From an optimization exercise on the open Yosys and OpenROAD flow, aimed at small area; shortcuts taken in it are not production practice.
At most, simulation tests tie the RTL to the original design; equivalence was not proved.
Function not checked in run 1: the RTL went through the layout flow alone.
Power figures rest on the tool's default switching activity, not on a simulated workload.

## flow/run.sh

```bash
#!/bin/bash
# synth_recipe.tcl (not shown) runs the flow's synth.tcl, then flattens the netlist and writes it again
# the make line also repeats each setting of config.mk as NAME=value (left out here)
make -C /OpenROAD-flow-scripts/flow DESIGN_CONFIG=/design/flow/config.mk WORK_HOME=/design/flow/orfs CLKGATE_MAP_FILE= SYNTH_SCRIPT=/design/flow/synth_recipe.tcl finish
```

## flow/config.mk

```make
export PLATFORM = sky130hd
export DESIGN_NAME = SDRAM_arbit
export DESIGN_NICKNAME = SDRAM_arbit
export VERILOG_FILES = /design/flow/design.v
export SDC_FILE = /design/flow/constraint.sdc
export NUM_CORES = 4
export LEC_CHECK = 0
export CAP_MARGIN = 20
export CORE_MARGIN = 2
export CORE_UTILIZATION = 40
export SLEW_MARGIN = 20
```

## flow/constraint.sdc

```tcl
create_clock -name core_clock -period 10.0 [get_ports {sysclk_100M}]
set_input_delay 2.0000 -clock core_clock [delete_from_list [all_inputs] [get_ports {sysclk_100M}]]
set_output_delay 2.0000 -clock core_clock [all_outputs]
set_load 0.01 [all_outputs]
```

## flow/design.v

```verilog
module SDRAM_arbit(
    input                   sysclk_100M         ,
    input                   rst_n               ,
    output                  CKE                 ,
    output                  cs_n                ,
    output  reg             ras_n               ,
    output  reg             cas_n               ,
    output  reg             we_n                ,
    output          [12:0]  addr                ,
    output          [ 1:0]  ba                  ,
    output          [ 1:0]  dqm                 ,
    output                  dq_oe               ,   
    input                   write_trig          ,   
    output  reg             write_data_vld      ,   
    input                   read_trig           ,
    output  reg             read_data_vld       ,   
    output  reg             write_end
);
localparam  RW      = 10                        ;    
localparam  [RW-1:0] ROW_LAST = 938 - 1;    
localparam  [6:0]    COL_LAST = (256 >> 2) - 1;  
localparam  [2:0]   A_INIT  = 3'b000 ,
                    A_ARB   = 3'b001 ,
                    A_REF   = 3'b010 ,
                    A_W0    = 3'b100 ,    
                    A_W1    = 3'b101 ,
                    A_R0    = 3'b110 ,    
                    A_R1    = 3'b111 ;
reg     [ 2:0]  ast         ;
reg             wr_flag     ;    
wire    a_init  = (ast == A_INIT)               ;
wire    a_arb   = (ast == A_ARB)                ;
wire    a_ref   = (ast == A_REF)                ;
wire    a_wr    = ast[2] & ~ast[1]              ;
wire    a_rd    = ast[2] &  ast[1]              ;
wire    ack_w   = (ast == A_W0)                 ;
wire    ack_r   = (ast == A_R0)                 ;
localparam  [14:0]  PWR_END = 15'd20000 ;    
localparam  [ 9:0]  REF_SAT = 10'd781   ;    
reg     [ 9:0]  cnt         ;
wire    ref_req     = &(cnt | ~REF_SAT);
always @(posedge sysclk_100M) begin
    if (rst_n == 1'b0)
        cnt <= 10'd0;
    else if (a_arb & ref_req)
        cnt <= 10'd0;
    else if (~ref_req)
        cnt <= cnt + 10'd1;
end
localparam  [2:0]   W_IDLE  = 3'd0 ,
                    W_REQ0  = 3'd1 ,
                    W_REQ1  = 3'd2 ,
                    W_ACT0  = 3'd3 ,
                    W_ACT1  = 3'd4 ,
                    W_WR    = 3'd5 ,
                    W_PRE   = 3'd6 ;
reg     [ 2:0]  wst         ;
reg             w_pc        ;    
reg             w_pe        ;    
reg     [ 8:0]  w_al        ;    
reg     [RW-1:0] w_rowl     ;    
reg             w_bank      ;    
wire    w_row_last = &(w_rowl | ~ROW_LAST);
wire    w_col_last = (w_al[8:2] == COL_LAST);
wire    w_req   = (wst == W_REQ1) | ((wst == W_ACT0) & ~w_pc);
wire    w_b3    = write_data_vld & (w_al[1:0] == 2'd2);      
wire    w_rowend = w_b3 & (w_al[8:2] == 7'h7f);
wire    w_wrapc = w_b3 & w_col_last & w_row_last;            
wire    w_wrapd = (w_al[1:0] == 2'd3) & w_col_last & w_row_last;    
wire    [14:0]  icnt    = {w_rowl[5:0], w_al};
wire    c_hi        = &(icnt | ~PWR_END);                        
wire    init_last   = a_init & c_hi & w_al[3] & w_al[1] & w_al[0];  
always @(posedge sysclk_100M) begin
    if (rst_n == 1'b0)
        wst <= W_IDLE;
    else case (wst)
        W_IDLE: if (write_trig) wst <= W_REQ0;
        W_REQ0: wst <= W_REQ1;
        W_REQ1: if (ack_w) wst <= W_ACT0;
        W_ACT0: wst <= W_ACT1;
        W_ACT1: wst <= W_WR;
        W_WR:   if (w_b3 & (ref_req | write_end | w_rowend)) wst <= W_PRE;
        W_PRE:  if (w_pc) begin
                    if (write_end)      wst <= W_IDLE;
                    else if (ref_req)   wst <= W_REQ0;
                    else                wst <= W_ACT0;
                end
        default: wst <= W_IDLE;
    endcase
end
always @(posedge sysclk_100M) begin
    if (rst_n == 1'b0) begin
        w_pc            <= 1'b0;
        w_pe            <= 1'b0;
        write_data_vld  <= 1'b0;
        write_end       <= 1'b0;
        w_al            <= 9'd0;
        w_rowl          <= {RW{1'b0}};
        w_bank          <= 1'b0;
    end else begin
        w_pc            <= (wst == W_PRE);
        w_pe            <= w_pc;
        write_data_vld  <= (wst == W_WR);
        if (write_data_vld & (w_al[1:0] == 2'd1) & (w_al[7:2] == 6'h3f))
            write_end   <= 1'b1;
        else if (wst == W_ACT0 || wst == W_ACT1)
            write_end   <= 1'b0;
        if (w_wrapd | init_last)
            {w_rowl, w_al}  <= {(RW+9){1'b0}};
        else
            {w_rowl, w_al}  <= {w_rowl, w_al} + {{(RW+8){1'b0}}, write_data_vld | a_init};
        if (w_wrapc)
            w_bank      <= ~w_bank;
    end
end
localparam  [3:0]   R_IDLE  = 4'd0 ,
                    R_REQ0  = 4'd1 ,
                    R_REQ1  = 4'd2 ,
                    R_ACT0  = 4'd3 ,
                    R_ACT1  = 4'd4 ,
                    R_PRE   = 4'd5 ;
reg     [ 3:0]  rst         ;
reg             r_pc        ;
reg             r_pe        ;
reg             read_end    ;
reg             r_p7        ;    
reg     [ 6:0]  r_col       ;
reg     [RW-1:0] r_row      ;
reg             r_bank      ;    
wire    r_rd    = rst[3];
wire    r_row_last = &(r_row | ~ROW_LAST);
wire    r_col_last = (r_col == COL_LAST);
wire    r_req   = (rst == R_REQ1) | ((rst == R_ACT0) & ~r_pc);
wire    r_c7    = (rst == 4'b1111);
wire    r_rowend = (r_col == 7'h7f);
always @(posedge sysclk_100M) begin
    if (rst_n == 1'b0)
        rst <= R_IDLE;
    else if (r_rd) begin
        if (rst[2:0] != 3'd7 || !(read_end | ref_req | r_rowend))
            rst <= {1'b1, rst[2:0] + 3'd1};
        else
            rst <= R_PRE;
    end else case (rst)
        R_IDLE: if (read_trig) rst <= R_REQ0;
        R_REQ0: rst <= R_REQ1;
        R_REQ1: if (ack_r) rst <= R_ACT0;
        R_ACT0: rst <= R_ACT1;
        R_ACT1: rst <= 4'b1000;
        R_PRE:  if (r_pc) begin
                    if (read_end)       rst <= R_IDLE;
                    else if (ref_req)   rst <= R_REQ0;
                    else                rst <= R_ACT0;
                end
        default: rst <= R_IDLE;
    endcase
end
always @(posedge sysclk_100M) begin
    if (rst_n == 1'b0) begin
        r_pc            <= 1'b0;
        r_pe            <= 1'b0;
        read_end        <= 1'b1;
        r_p7            <= 1'b0;
        r_col           <= 7'd0;
        r_row           <= {RW{1'b0}};
        r_bank          <= 1'b0;
    end else begin
        r_pc            <= (rst == R_PRE);
        r_pe            <= r_pc;
        r_p7            <= r_c7;
        if (rst == 4'b1110 && r_col[5:0] == 6'h3f)
            read_end    <= 1'b1;
        else if (rst == R_ACT0 || rst == R_ACT1)
            read_end    <= 1'b0;
        if (r_p7) begin
            if (r_col_last & r_row_last)
                {r_row, r_col}  <= {(RW+7){1'b0}};
            else
                {r_row, r_col}  <= {r_row, r_col} + 1'b1;
        end
        if (r_c7 & r_col_last & r_row_last)
            r_bank      <= ~w_bank;
    end
end
always @(posedge sysclk_100M)
    read_data_vld <= r_rd & rst[2];
wire    both    = w_req & r_req & write_end & read_end;
wire    go_w    = both ? ~wr_flag : (w_req & read_end);
wire    go_r    = both ?  wr_flag : (r_req & write_end);
always @(posedge sysclk_100M) begin
    if (rst_n == 1'b0)
        ast <= A_INIT;
    else case (ast)
        A_INIT: if (init_last) ast <= A_ARB;
        A_ARB:  if (ref_req)    ast <= A_REF;
                else if (go_w)  ast <= A_W0;
                else if (go_r)  ast <= A_R0;
        A_REF:  if (cnt[2:0] == 3'd7) ast <= A_ARB;
        A_W0:   ast <= A_W1;
        A_W1:   if (w_pe & (ref_req | write_end)) ast <= A_ARB;
        A_R0:   ast <= A_R1;
        A_R1:   if (r_pe & (ref_req | read_end)) ast <= A_ARB;
        default: ast <= A_INIT;
    endcase
end
always @(posedge sysclk_100M) begin
    if (a_init | a_rd)
        wr_flag <= 1'b0;
    else if (a_wr)
        wr_flag <= 1'b1;
end
wire        w_is_row = (wst == W_ACT1) | ((wst == W_WR) & ~write_data_vld);
wire        r_is_row = (rst == R_ACT1) | ((rst == 4'b1000) & ~r_p7);
wire        r_is_col = (r_rd & (rst[2:0] != 3'd0)) | r_p7;
reg     [ 2:0]  nx_cmd  ;
reg     [10:0]  nx_addr ;
reg             nx_ba   ;
reg     [10:0]  addr_q  ;
reg             ba_q    ;
always @(*) begin
    nx_cmd  = 3'b111;
    nx_addr = addr_q;
    nx_ba   = ba_q;
    if (a_init) begin
        if (c_hi && w_al[3:0] == 4'd2)  nx_cmd = 3'b010;     
        if (c_hi && w_al[3:0] == 4'd4)  nx_cmd = 3'b001;     
        if (init_last)                  nx_cmd = 3'b000;     
        nx_addr = init_last ? 11'h032 : 11'h400;
        nx_ba   = 1'b0;
    end else if (a_ref) begin
        if (cnt[2:0] == 3'd1)           nx_cmd = 3'b001;
        nx_addr = 11'h000;
        nx_ba   = 1'b0;
    end else if (a_wr) begin
        if (wst == W_ACT1)                                      nx_cmd = 3'b011;
        if (write_data_vld && w_al[1:0] == 2'd0)                nx_cmd = 3'b100;
        if (wst == W_PRE && w_pc)                               nx_cmd = 3'b010;
        nx_addr = w_is_row ? {{(11-RW){1'b0}}, w_rowl} : {2'b00, w_al};
        nx_ba   = w_bank;
    end else if (a_rd) begin
        if (rst == R_ACT1)                                      nx_cmd = 3'b011;
        if (rst == 4'b1001)                                     nx_cmd = 3'b101;
        if (rst == R_PRE && r_pc)                               nx_cmd = 3'b010;
        nx_addr = r_is_row ? {{(11-RW){1'b0}}, r_row} :
                  r_is_col ? {2'b00, r_col, 2'b00} : 11'h400;
        nx_ba   = r_bank;
    end
end
always @(posedge sysclk_100M) begin
    {ras_n, cas_n, we_n}    <= nx_cmd;
    addr_q                  <= nx_addr;
    ba_q                    <= nx_ba;
end
assign  addr    = {2'b00, addr_q};
assign  ba      = {ba_q, 1'b0};
assign  cs_n    = 1'b0;
assign  CKE     = 1'b1;
assign  dqm     = 2'b00;
assign  dq_oe   = a_wr;
endmodule
```

==> results of run 1 <==
[power by group]
| part | switching, uW | internal (uW) |
|---|---|---|
| logic | 65.9 | 51.8 |
| registers | 26.6 | 349 |
| clock network | 121 | 89.0 |
[area by class of cell]
class	count	area [sq um]	share of cell area, %
Timing Repair Buffer	23	228	4.69
Inverter	22	82.6	1.70
Clock buffer	11	131	2.71
Clock inverter	5	30.0	0.619
Tap cell	140	175	3.61
Multi-Input combinational cell	374	2430	50.1
Sequential cell	83	1770	36.5
[cell families after synthesis]
group           after synthesis
simple gates                218
flops                        83
buf+inv                      54
compound gates               80
other cells                   2
xor+xnor                     41
mux                          15
fa+ha+maj                    13
[cell usage in the layout (no fill, tap or decap), types with 3 or more instances in the layout]
cell type,synthesis,routed
nand2b_1,6,6
nand4_1,13,13
conb_1,2,7
inv_1,21,21
ha_1,13,13
and2_1,6,6
clkdlybuf4s50_1,0,22
nand3_1,20,20
nor2b_1,5,5
and3_1,10,10
nor3b_1,3,3
edfxtp_1,11,11
and4_1,4,4
nor4_1,4,4
nor2_1,68,68
a21boi_0,3,3
dfxtp_1,72,72
nand4b_1,6,6
clkbuf_8,0,9
mux2_2,8,8
o2111ai_1,3,3
xnor2_1,19,19
or2_2,4,4
mux2i_1,7,7
a211oi_1,5,5
clkinv_2,0,3
o21ai_0,16,16
nor3_1,12,12
nand2_1,39,39
a31oi_1,6,6
a222oi_1,5,5
xor2_1,22,22
a21oi_1,17,17
[critical path, stage by stage (launching register included)]
cell,delay (ns)
dfxtp_1,0.43
inv_2,0.17
nand2_1,0.11
inv_1,0.42
clkdlybuf4s50_1,0.64
[through the flow]
stage                     cell area (sq um)  power (uW)  cells  worst slack [ns]  hold slack, ns
after floorplan                        4500         476    511              7.03           0.432
after global placement                 4690         497    642              6.33           0.448
after detailed placement               4690         500    642              6.26           0.467
after CTS                              4850         711    658              5.86           0.478
after global routing                   4850         744    658              5.74           0.498
final                                  4850         703    658              5.87           0.477
[worst paths after layout]
| path | startpoint | end | slack (ns) | cells past startpoint |
|---|---|---|---|---|
| worst max register to register | ast[2]$_SDFFE_PN0P_ | w_rowl[5]$_SDFF_PP0_ | 7.42 | 10 |
| worst min-delay path | r_bank$_SDFFE_PN0P_ | r_bank$_SDFFE_PN0P_ | 0.48 | 2 |
| worst min register to register | r_bank$_SDFFE_PN0P_ | r_bank$_SDFFE_PN0P_ | 0.48 | 2 |
| worst max-delay path | ast[1]$_SDFFE_PN0P_ | dq_oe | 5.87 | 4 |
[registers in the layout, indices dropped and copies added (netlist names), 3 cells and up]
| register | cells |
|---|---|
| w_al | 9 |
| addr_q | 11 |
| r_row | 10 |
| wst | 3 |
| ast | 3 |
| rst | 4 |
| w_rowl | 10 |
| r_col | 7 |
| cnt | 10 |
[routing by layer]
layer,GRT usage [%],vias up,share of wire (%)
met5,0,-,0
met4,6.51,0,1.5
met3,4.09,13,4.0
met2,28.4,67,48
met1,23.3,1703,47
li1,-,1780,-
==> results by group, run 1 <==
Run status
  • Status: finished clean

Global route
  • Vias in the first global route: 3313
  • Initial antenna violation count: 0
  • Total GRT Usage: 17.7%
  • Remaining Overflow, GRT: 0
  • First-pass GRT wire length: 16600 microns
  • Largest net degree at the start of global routing: 27

Floorplanning
  • Starting Density: 41.2%
  • Die H: 110 microns
  • Die Span X: 110 microns
  • Core area: 10900 sq um
  • I/O pin cnt: 30
  • # rows: 38
  • DIE AREA: 12100 sq um

Synthesis
  • Top-area cell type share of the netlist area: 32.2%
  • Post-synth top cells: dfxtp_1 (72), nor2_1 (68), nand2_1 (39), xor2_1 (22), inv_1 (21)
  • Synthesized area: 4480 sq um
  • Yosys reg bits: 83
  • Synth area leader: dfxtp_1
  • Largest family of logic cells by synthesized area: simple AND/OR/NAND/NOR gates
  • EDFF count, synth: 11
  • Top cells by area, synth: dfxtp_1 (32%), edfxtp_1 (7.4%), nor2_1 (5.7%)
  • Yosys cell types: 71
  • Post-synthesis simple-gate area fraction: 25.6%
  • Mux share of post-synthesis cell area: 3.57%
  • Sequential area share after synthesis: 39.5%
  • Syn Area/Cell: 8.86 sq um
  • Mapped Cells: 506
  • Ys Warns: 1
  • Fraction of registers with async set/reset: 0%
  • Post-Synth Adder-Cell Area: 3.63%
  • Synth Area in XOR/XNOR: 8.01%
  • Compound-Gate Fraction of Synth Area: 12.8%
  • Count leader, synth: dfxtp_1
  • Commonest register cell after synthesis: dfxtp_1

Clocking
  • CTS resizes: 0
  • CTS Hold Buffers Added: 0
  • Clock root buffer: clkbuf_8
  • CTS buffer count: 9
  • # H-tree levels: 3
  • Post-CTS setup buffer count: 0
  • Worst-Skew Late Latency: 0.37 ns
  • Reg clk slew, reported paths: 0.08 ns
  • CTS tree: yes
  • Max Root-Sink Buffers: 2
  • CTS sink cnt: 83

Power and ir drop
  • Pwr/cell area: 145 nW/um^2
  • Peak VDD IR: 90.1 uV
  • Leak: 0.00172 uW

Route
  • Via count: 3563
  • Post-route DRC: 0
  • Wire per inst: 15.2 microns
  • Routed vias/inst: 5.41
  • Total Wirelength: 10000 microns
  • Iteration-0 DRC Markers: 167
  • Drt pass-1 iters: 4
  • DRT antenna net count: 0

STA
  • Fin. Hold Viols: 0
  • Slew headroom: 41.4%
  • Slew of the pin with the lowest slew margin: 0.876 ns
  • Final setup vio count: 0
  • Slew Limit Fails: 0
  • Clock period minus worst slack: 4.13 ns
  • Final period utilization: 41.3%
  • Fin Clk Skew: 0.0111 ns
  • Fin Setup TNS: 0 ns
  • RSZ-0062 raised after global routing: false
  • Achievable frequency: 0.242 GHz

Cells and area
  • Nets: 530
  • Final Core Density: 44.6%
  • Area Overhead vs Synth: 8.24%
  • Ant. Diodes: 0
  • Layout filler cell count: 1082
  • Share of cells above drive strength 1: 8.49%

Setup path
  • Worst EP arrival: 2.13 ns
  • CP required: 8.00 ns
  • Maximum fanout along the worst path: 15
  • Critical path class: register to output pin
  • Crit start category: register
  • Crit end category: output pin

Placed design
  • Hpwl dp: 7330 microns
  • Placer congestion estimate: 0.873
  • # port buffers: 22

Min path
  • Tightest Hold Check Type: register to register

Flow run
  • # Max-Cap Violations: 0
==> run 2: changes to the inputs <==
--- a/flow/design.v
+++ b/flow/design.v
@@ -37,13 +37,13 @@
 wire    ack_r   = (ast == A_R0)                 ;
-localparam  [14:0]  PWR_END = 15'd20000 ;    
-localparam  [ 9:0]  REF_SAT = 10'd781   ;    
-reg     [ 9:0]  cnt         ;
-wire    ref_req     = &(cnt | ~REF_SAT);
-always @(posedge sysclk_100M) begin
-    if (rst_n == 1'b0)
-        cnt <= 10'd0;
+reg     [14:0]  cnt         ;
+wire    c_hi        = cnt[14] & cnt[11] & cnt[10] & cnt[9] & cnt[5];     
+wire    init_last   = c_hi & cnt[3] & cnt[1] & cnt[0];                   
+wire    ref_req     = cnt[14] | (cnt[9] & cnt[8] & cnt[3] & cnt[2] & cnt[0]);  
+always @(posedge sysclk_100M or negedge rst_n) begin
+    if (rst_n == 1'b0)
+        cnt <= 15'd0;
     else if (a_arb & ref_req)
-        cnt <= 10'd0;
-    else if (~ref_req)
-        cnt <= cnt + 10'd1;
+        cnt <= 15'd0;
+    else if (a_init | ~ref_req)
+        cnt <= cnt + 15'd1;
 end
@@ -60,6 +60,6 @@
 reg     [ 8:0]  w_al        ;    
-reg     [RW-1:0] w_rowl     ;    
+reg             w_wrap      ;    
+reg     [RW-1:0] w_row      ;
 reg             w_bank      ;    
-wire    w_row_last = &(w_rowl | ~ROW_LAST);
-wire    w_col_last = (w_al[8:2] == COL_LAST);
+wire    w_row_last = &(w_row | ~ROW_LAST);
 wire    w_req   = (wst == W_REQ1) | ((wst == W_ACT0) & ~w_pc);
@@ -67,8 +67,4 @@
 wire    w_rowend = w_b3 & (w_al[8:2] == 7'h7f);
-wire    w_wrapc = w_b3 & w_col_last & w_row_last;            
-wire    w_wrapd = (w_al[1:0] == 2'd3) & w_col_last & w_row_last;    
-wire    [14:0]  icnt    = {w_rowl[5:0], w_al};
-wire    c_hi        = &(icnt | ~PWR_END);                        
-wire    init_last   = a_init & c_hi & w_al[3] & w_al[1] & w_al[0];  
-always @(posedge sysclk_100M) begin
+wire    w_wrapc = w_b3 & (w_al[8:2] == COL_LAST) & w_row_last;
+always @(posedge sysclk_100M or negedge rst_n) begin
     if (rst_n == 1'b0)
@@ -90,3 +86,3 @@
 end
-always @(posedge sysclk_100M) begin
+always @(posedge sysclk_100M or negedge rst_n) begin
     if (rst_n == 1'b0) begin
@@ -97,3 +93,4 @@
         w_al            <= 9'd0;
-        w_rowl          <= {RW{1'b0}};
+        w_wrap          <= 1'b0;
+        w_row           <= {RW{1'b0}};
         w_bank          <= 1'b0;
@@ -107,8 +104,12 @@
             write_end   <= 1'b0;
-        if (w_wrapd | init_last)
-            {w_rowl, w_al}  <= {(RW+9){1'b0}};
+        w_wrap          <= w_wrapc;
+        if (w_wrap)
+            w_al        <= 9'd0;
         else
-            {w_rowl, w_al}  <= {w_rowl, w_al} + {{(RW+8){1'b0}}, write_data_vld | a_init};
-        if (w_wrapc)
+            w_al        <= w_al + {8'd0, write_data_vld};
+        if (w_wrapc) begin
+            w_row       <= {RW{1'b0}};
             w_bank      <= ~w_bank;
+        end else if (w_rowend)
+            w_row       <= w_row + 1'b1;
     end
@@ -125,9 +126,8 @@
 reg             read_end    ;
-reg             r_p7        ;    
-reg     [ 6:0]  r_col       ;
+reg     [ 6:0]  r_col       ;    
+reg             r_wrap      ;    
 reg     [RW-1:0] r_row      ;
-reg             r_bank      ;    
+reg             r_bank      ;
 wire    r_rd    = rst[3];
 wire    r_row_last = &(r_row | ~ROW_LAST);
-wire    r_col_last = (r_col == COL_LAST);
 wire    r_req   = (rst == R_REQ1) | ((rst == R_ACT0) & ~r_pc);
@@ -135,3 +135,4 @@
 wire    r_rowend = (r_col == 7'h7f);
-always @(posedge sysclk_100M) begin
+wire    r_wrapc = r_c7 & (r_col == COL_LAST) & r_row_last;
+always @(posedge sysclk_100M or negedge rst_n) begin
     if (rst_n == 1'b0)
@@ -157,3 +158,3 @@
 end
-always @(posedge sysclk_100M) begin
+always @(posedge sysclk_100M or negedge rst_n) begin
     if (rst_n == 1'b0) begin
@@ -162,4 +163,4 @@
         read_end        <= 1'b1;
-        r_p7            <= 1'b0;
-        r_col           <= 7'd0;
+        r_col           <= 7'h7f;
+        r_wrap          <= 1'b0;
         r_row           <= {RW{1'b0}};
@@ -169,3 +170,2 @@
         r_pe            <= r_pc;
-        r_p7            <= r_c7;
         if (rst == 4'b1110 && r_col[5:0] == 6'h3f)
@@ -174,10 +174,12 @@
             read_end    <= 1'b0;
-        if (r_p7) begin
-            if (r_col_last & r_row_last)
-                {r_row, r_col}  <= {(RW+7){1'b0}};
-            else
-                {r_row, r_col}  <= {r_row, r_col} + 1'b1;
-        end
-        if (r_c7 & r_col_last & r_row_last)
+        if (rst == 4'b1000) begin
+            r_col       <= r_wrap ? 7'd0 : r_col + 7'd1;
+            r_wrap      <= 1'b0;
+        end else if (r_wrapc)
+            r_wrap      <= 1'b1;
+        if (r_wrapc) begin
+            r_row       <= {RW{1'b0}};
             r_bank      <= ~w_bank;
+        end else if (r_c7 & r_rowend)
+            r_row       <= r_row + 1'b1;
     end
@@ -189,3 +191,3 @@
 wire    go_r    = both ?  wr_flag : (r_req & write_end);
-always @(posedge sysclk_100M) begin
+always @(posedge sysclk_100M or negedge rst_n) begin
     if (rst_n == 1'b0)
@@ -212,4 +214,5 @@
 wire        w_is_row = (wst == W_ACT1) | ((wst == W_WR) & ~write_data_vld);
-wire        r_is_row = (rst == R_ACT1) | ((rst == 4'b1000) & ~r_p7);
-wire        r_is_col = (r_rd & (rst[2:0] != 3'd0)) | r_p7;
+wire        r_is_row = (rst == R_ACT1) | ((rst == 4'b1000) & ~read_data_vld);
+wire        r_is_col = (r_rd & (rst[2:0] != 3'd0)) | ((rst == 4'b1000) & read_data_vld) |
+                       ((rst == R_PRE) & ~r_pc);
 reg     [ 2:0]  nx_cmd  ;
@@ -224,4 +227,4 @@
     if (a_init) begin
-        if (c_hi && w_al[3:0] == 4'd2)  nx_cmd = 3'b010;     
-        if (c_hi && w_al[3:0] == 4'd4)  nx_cmd = 3'b001;     
+        if (c_hi && cnt[3:0] == 4'd2)   nx_cmd = 3'b010;     
+        if (c_hi && cnt[3:0] == 4'd4)   nx_cmd = 3'b001;     
         if (init_last)                  nx_cmd = 3'b000;     
@@ -237,3 +240,3 @@
         if (wst == W_PRE && w_pc)                               nx_cmd = 3'b010;
-        nx_addr = w_is_row ? {{(11-RW){1'b0}}, w_rowl} : {2'b00, w_al};
+        nx_addr = w_is_row ? {{(11-RW){1'b0}}, w_row} : {2'b00, w_al};
         nx_ba   = w_bank;
==> results by group, run 2 <==
STA
  • Fin Clk Skew: 0.00671 ns (was 0.0111 ns)
  • Slew of the pin with the lowest slew margin: 1.03 ns (was 0.876 ns)
  • Achievable frequency: 0.232 GHz (was 0.242 GHz)
  • Fin. Hold Viols: 0 (unchanged)
  • Clock period minus worst slack: 4.32 ns (was 4.13 ns)
  • Slew Limit Fails: 0 (unchanged)
  • RSZ-0062 raised after global routing: false (unchanged)
  • Fin Setup TNS: 0 ns (unchanged)
  • Final period utilization: 43.2% (was 41.3%)
  • Slew headroom: 30.5% (was 41.4%)
  • Final setup vio count: 0 (unchanged)

Synthesis
  • Yosys reg bits: 89 (was 83)
  • Synth Area in XOR/XNOR: 5.34% (was 8.01%)
  • Count leader, synth: dfrtp_1 (was dfxtp_1)
  • Post-synth top cells: dfrtp_1 (64), nor2_1 (49), nand2_1 (36), o21ai_0 (31), nand3_1 (30) (was dfxtp_1 (72), nor2_1 (68), nand2_1 (39), xor2_1 (22), inv_1 (21))
  • Fraction of registers with async set/reset: 80.9% (was 0%)
  • EDFF count, synth: 11 (unchanged)
  • Sequential area share after synthesis: 46.0% (was 39.5%)
  • Post-synthesis simple-gate area fraction: 22.3% (was 25.6%)
  • Synth area leader: dfrtp_1 (was dfxtp_1)
  • Syn Area/Cell: 9.50 sq um (was 8.86 sq um)
  • Top-area cell type share of the netlist area: 32.5% (was 32.2%)
  • Mux share of post-synthesis cell area: 3.23% (was 3.57%)
  • Top cells by area, synth: dfrtp_1 (33%), edfxtp_1 (6.7%), ha_1 (4.3%) (was dfxtp_1 (32%), edfxtp_1 (7.4%), nor2_1 (5.7%))
  • Yosys cell types: 63 (was 71)
  • Synthesized area: 4920 sq um (was 4480 sq um)
  • Mapped Cells: 518 (was 506)
  • Commonest register cell after synthesis: dfrtp_1 (was dfxtp_1)
  • Compound-Gate Fraction of Synth Area: 14.1% (was 12.8%)
  • Largest family of logic cells by synthesized area: simple AND/OR/NAND/NOR gates (unchanged)
  • Post-Synth Adder-Cell Area: 4.32% (was 3.63%)
  • Ys Warns: 1 (unchanged)

Power and ir drop
  • Seq pwr share: 43.5% (was 53.4%)
  • Switching part of the total: 30.3% (was 30.4%)
  • Switch Pwr: 329 uW (was 213 uW)
  • Total power: 1090 uW (was 703 uW)
  • Pwr/cell area: 196 nW/um^2 (was 145 nW/um^2)
  • Clk network pwr share: 35.9% (was 29.8%)
  • Leak: 0.00233 uW (was 0.00172 uW)
  • Pint: 757 uW (was 489 uW)
  • Peak VDD IR: 95.4 uV (was 90.1 uV)
  • Comb pwr share: 20.5% (was 16.8%)

Placed design
  • Hpwl dp: 7850 microns (was 7330 microns)
  • Placer congestion estimate: 0.832 (was 0.873)
  • Placed Area: 5190 sq um (was 4690 sq um)
  • # port buffers: 22 (unchanged)

Route
  • Iteration-0 DRC Markers: 211 (was 167)
  • Via count: 3823 (was 3563)
  • Routed vias/inst: 5.63 (was 5.41)
  • Wire per inst: 16.5 microns (was 15.2 microns)
  • DRT antenna net count: 0 (unchanged)
  • Post-route DRC: 0 (unchanged)
  • Drt pass-1 iters: 4 (unchanged)
  • Total Wirelength: 11200 microns (was 10000 microns)

Floorplanning
  • Core area: 12000 sq um (was 10900 sq um)
  • I/O pin cnt: 30 (unchanged)
  • Die Span X: 115 microns (was 110 microns)
  • # rows: 40 (was 38)
  • Die H: 115 microns (was 110 microns)
  • Starting Density: 41.0% (was 41.2%)
  • DIE AREA: 13200 sq um (was 12100 sq um)

Min path
  • Tightest Hold Check Type: register to register (unchanged)

Clocking
  • CTS resizes: 0 (unchanged)
  • CTS Hold Buffers Added: 0 (unchanged)
  • Max Root-Sink Buffers: 2 (unchanged)
  • Reg clk slew, reported paths: 0.06 ns (was 0.08 ns)
  • Worst-Skew Late Latency: 0.35 ns (was 0.37 ns)
  • # H-tree levels: 3 (unchanged)
  • CTS buffer count: 9 (unchanged)
  • CTS tree: yes (unchanged)
  • Clock root buffer: clkbuf_16 (was clkbuf_8)
  • CTS sink cnt: 89 (was 83)
  • Post-CTS setup buffer count: 0 (unchanged)

Cells and area
  • Share of cells above drive strength 1: 7.14% (was 8.49%)
  • Commonest cells after routing, fill and taps aside: dfrtp_1 (64), nor2_1 (49), nand2_1 (36) (was dfxtp_1 (72), nor2_1 (68), nand2_1 (39))
  • Ant. Diodes: 0 (unchanged)
  • Design area: 5540 sq um (was 4850 sq um)
  • Commonest non-fill, non-tap cell in the layout: dfrtp_1 (was dfxtp_1)
  • Largest regs: cnt x15, addr_q x11
  • Area Overhead vs Synth: 12.6% (was 8.24%)
  • Largest Register: cnt (was addr_q)
  • Max reg flops: 15 (was 11)
  • Nets: 548 (was 530)

Setup path
  • Worst EP arrival: 2.32 ns (was 2.13 ns)
  • Maximum fanout along the worst path: 19 (was 15)
  • Critical path class: register to output pin (unchanged)
  • Crit start category: register (unchanged)
  • CP required: 8.00 ns (about the same)
  • Crit end category: output pin (unchanged)

Global route
  • Largest net degree at the start of global routing: 73 (was 27)
  • Vias in the first global route: 3771 (was 3313)
  • First-pass GRT wire length: 19000 microns (was 16600 microns)
  • Initial antenna violation count: 0 (unchanged)
  • Total GRT Usage: 18.3% (was 17.7%)
  • Remaining Overflow, GRT: 0 (unchanged)

Flow run
  • # Max-Cap Violations: 0 (unchanged)

Run status
  • Status: finished clean (unchanged)
-- run 2: changes by cell type after synthesis, sizes merged, moves of 6 or more --
cell    change
clkbuf      +8
o31ai       +6
o21ai      +14
buf        -10
nor2b       +9
dfstp       +8
nor2       -19
dfrtp      +64
dfxtp      -66
a221oi      +7
xnor2       -7
nand3       +7
-- run 2: worst max-delay path, cell delays in order (launching register included) --
cell	delay [ns]
dfrtp_1	0.64
nand2b_1	0.26
clkinv_1	0.44
clkdlybuf4s50_1	0.63
-- run 2: power groups by stage --
stage | registers, uW | logic [uW] | clock network (uW)
after CTS | 472 | 224 | 401
after global placement | 477 | 216 | 0
after global routing | 482 | 250 | 415
final | 473 | 223 | 390
after detailed placement | 478 | 223 | 0
after floorplan | 447 | 192 | 0
-- run 2: per-stage QoR --
step	std cells	setup slack, ns	hold slack (ns)	util (%)
after floorplan	523	6.83	0.390	-
final	679	5.68	0.433	46.1
after detailed placement	663	6.05	0.427	43.3
after global placement	663	6.13	0.418	43.3
after CTS	679	5.67	0.443	46.1
after global routing	679	5.47	0.450	46.1
-- run 2: cell type report --
type	instances	area, sq um
Clock inverter	5	103
Multi-Input combinational cell	385	2450
Timing Repair Buffer	23	223
Sequential cell	89	2260
Fill cell	1122	6470
Clock buffer	11	243
Tap cell	147	184
Inverter	19	71.3
-- run 2: final timing paths --
path / startpoint / endpoint / slack, ns / depth (start not counted)
min reg2reg: w_pc$_DFF_PN0_ / w_pe$_DFF_PN0_ / 0.43 / 0
min in group asynchronous: rst_n / w_row[4]$_DFFE_PN0P_ / 1.87 / 2
min: w_pc$_DFF_PN0_ / w_pe$_DFF_PN0_ / 0.43 / 0
max reg2reg: r_col[0]$_DFFE_PN1N_ / r_row[0]$_DFFE_PN0P_ / 7.14 / 6
max: ast[1]$_DFFE_PN0P_ / dq_oe / 5.68 / 3
max in group asynchronous: rst_n / rst[1]$_DFFE_PN0P_ / 7.51 / 2
-- run 2: cell families (layout without fill, tap and decap cells) --
family,Yosys count,after routing
simple gates,211,211
compound gates,105,105
flops,89,89
buf+inv,49,58
xor+xnor,30,30
fa+ha+maj,17,17
mux,15,15
other cells,2,7
-- run 2: metal layers --
| metal | GRT usage (%) | vias up | share of wire (%) |
|---|---|---|---|
| li1 | - | 1868 | - |
| met1 | 25.0 | 1842 | 47 |
| met2 | 29.1 | 98 | 47 |
| met3 | 4.11 | 15 | 4.7 |
| met4 | 5.78 | 0 | 1.8 |
| met5 | 0 | - | 0 |

separate check: timing with driven ports:
In the flow no input, the clock included, has a driving cell. The finished layouts below were timed again as built, in two steps. Step 1 (the two cells are an assumption about what drives the block):
set clk [get_ports {sysclk_100M}]
set_driving_cell -lib_cell sky130_fd_sc_hd__clkbuf_16 $clk
set_driving_cell -lib_cell sky130_fd_sc_hd__buf_2 [delete_from_list [all_inputs] $clk]
Step 2 also shifts input and output timing later by t, the mid clock arrival at the registers, as if the neighbouring blocks saw the same clock. Three values: ideal ports, drivers, drivers and shift; two values: the first two.
run	shift t [ns]	setup slack, ns	slew at the worst register clock pin (ns)	worst slew at a driven data input, ns	cell pins on the clock port's net
run 1	0.397	5.865 / 5.831 / 6.228	0.09 / 0.09	0.03	1
run 2	0.380	5.684 / 5.645 / 6.025	0.06 / 0.06	0.03	1
After both steps setup and hold are still met in every run listed.
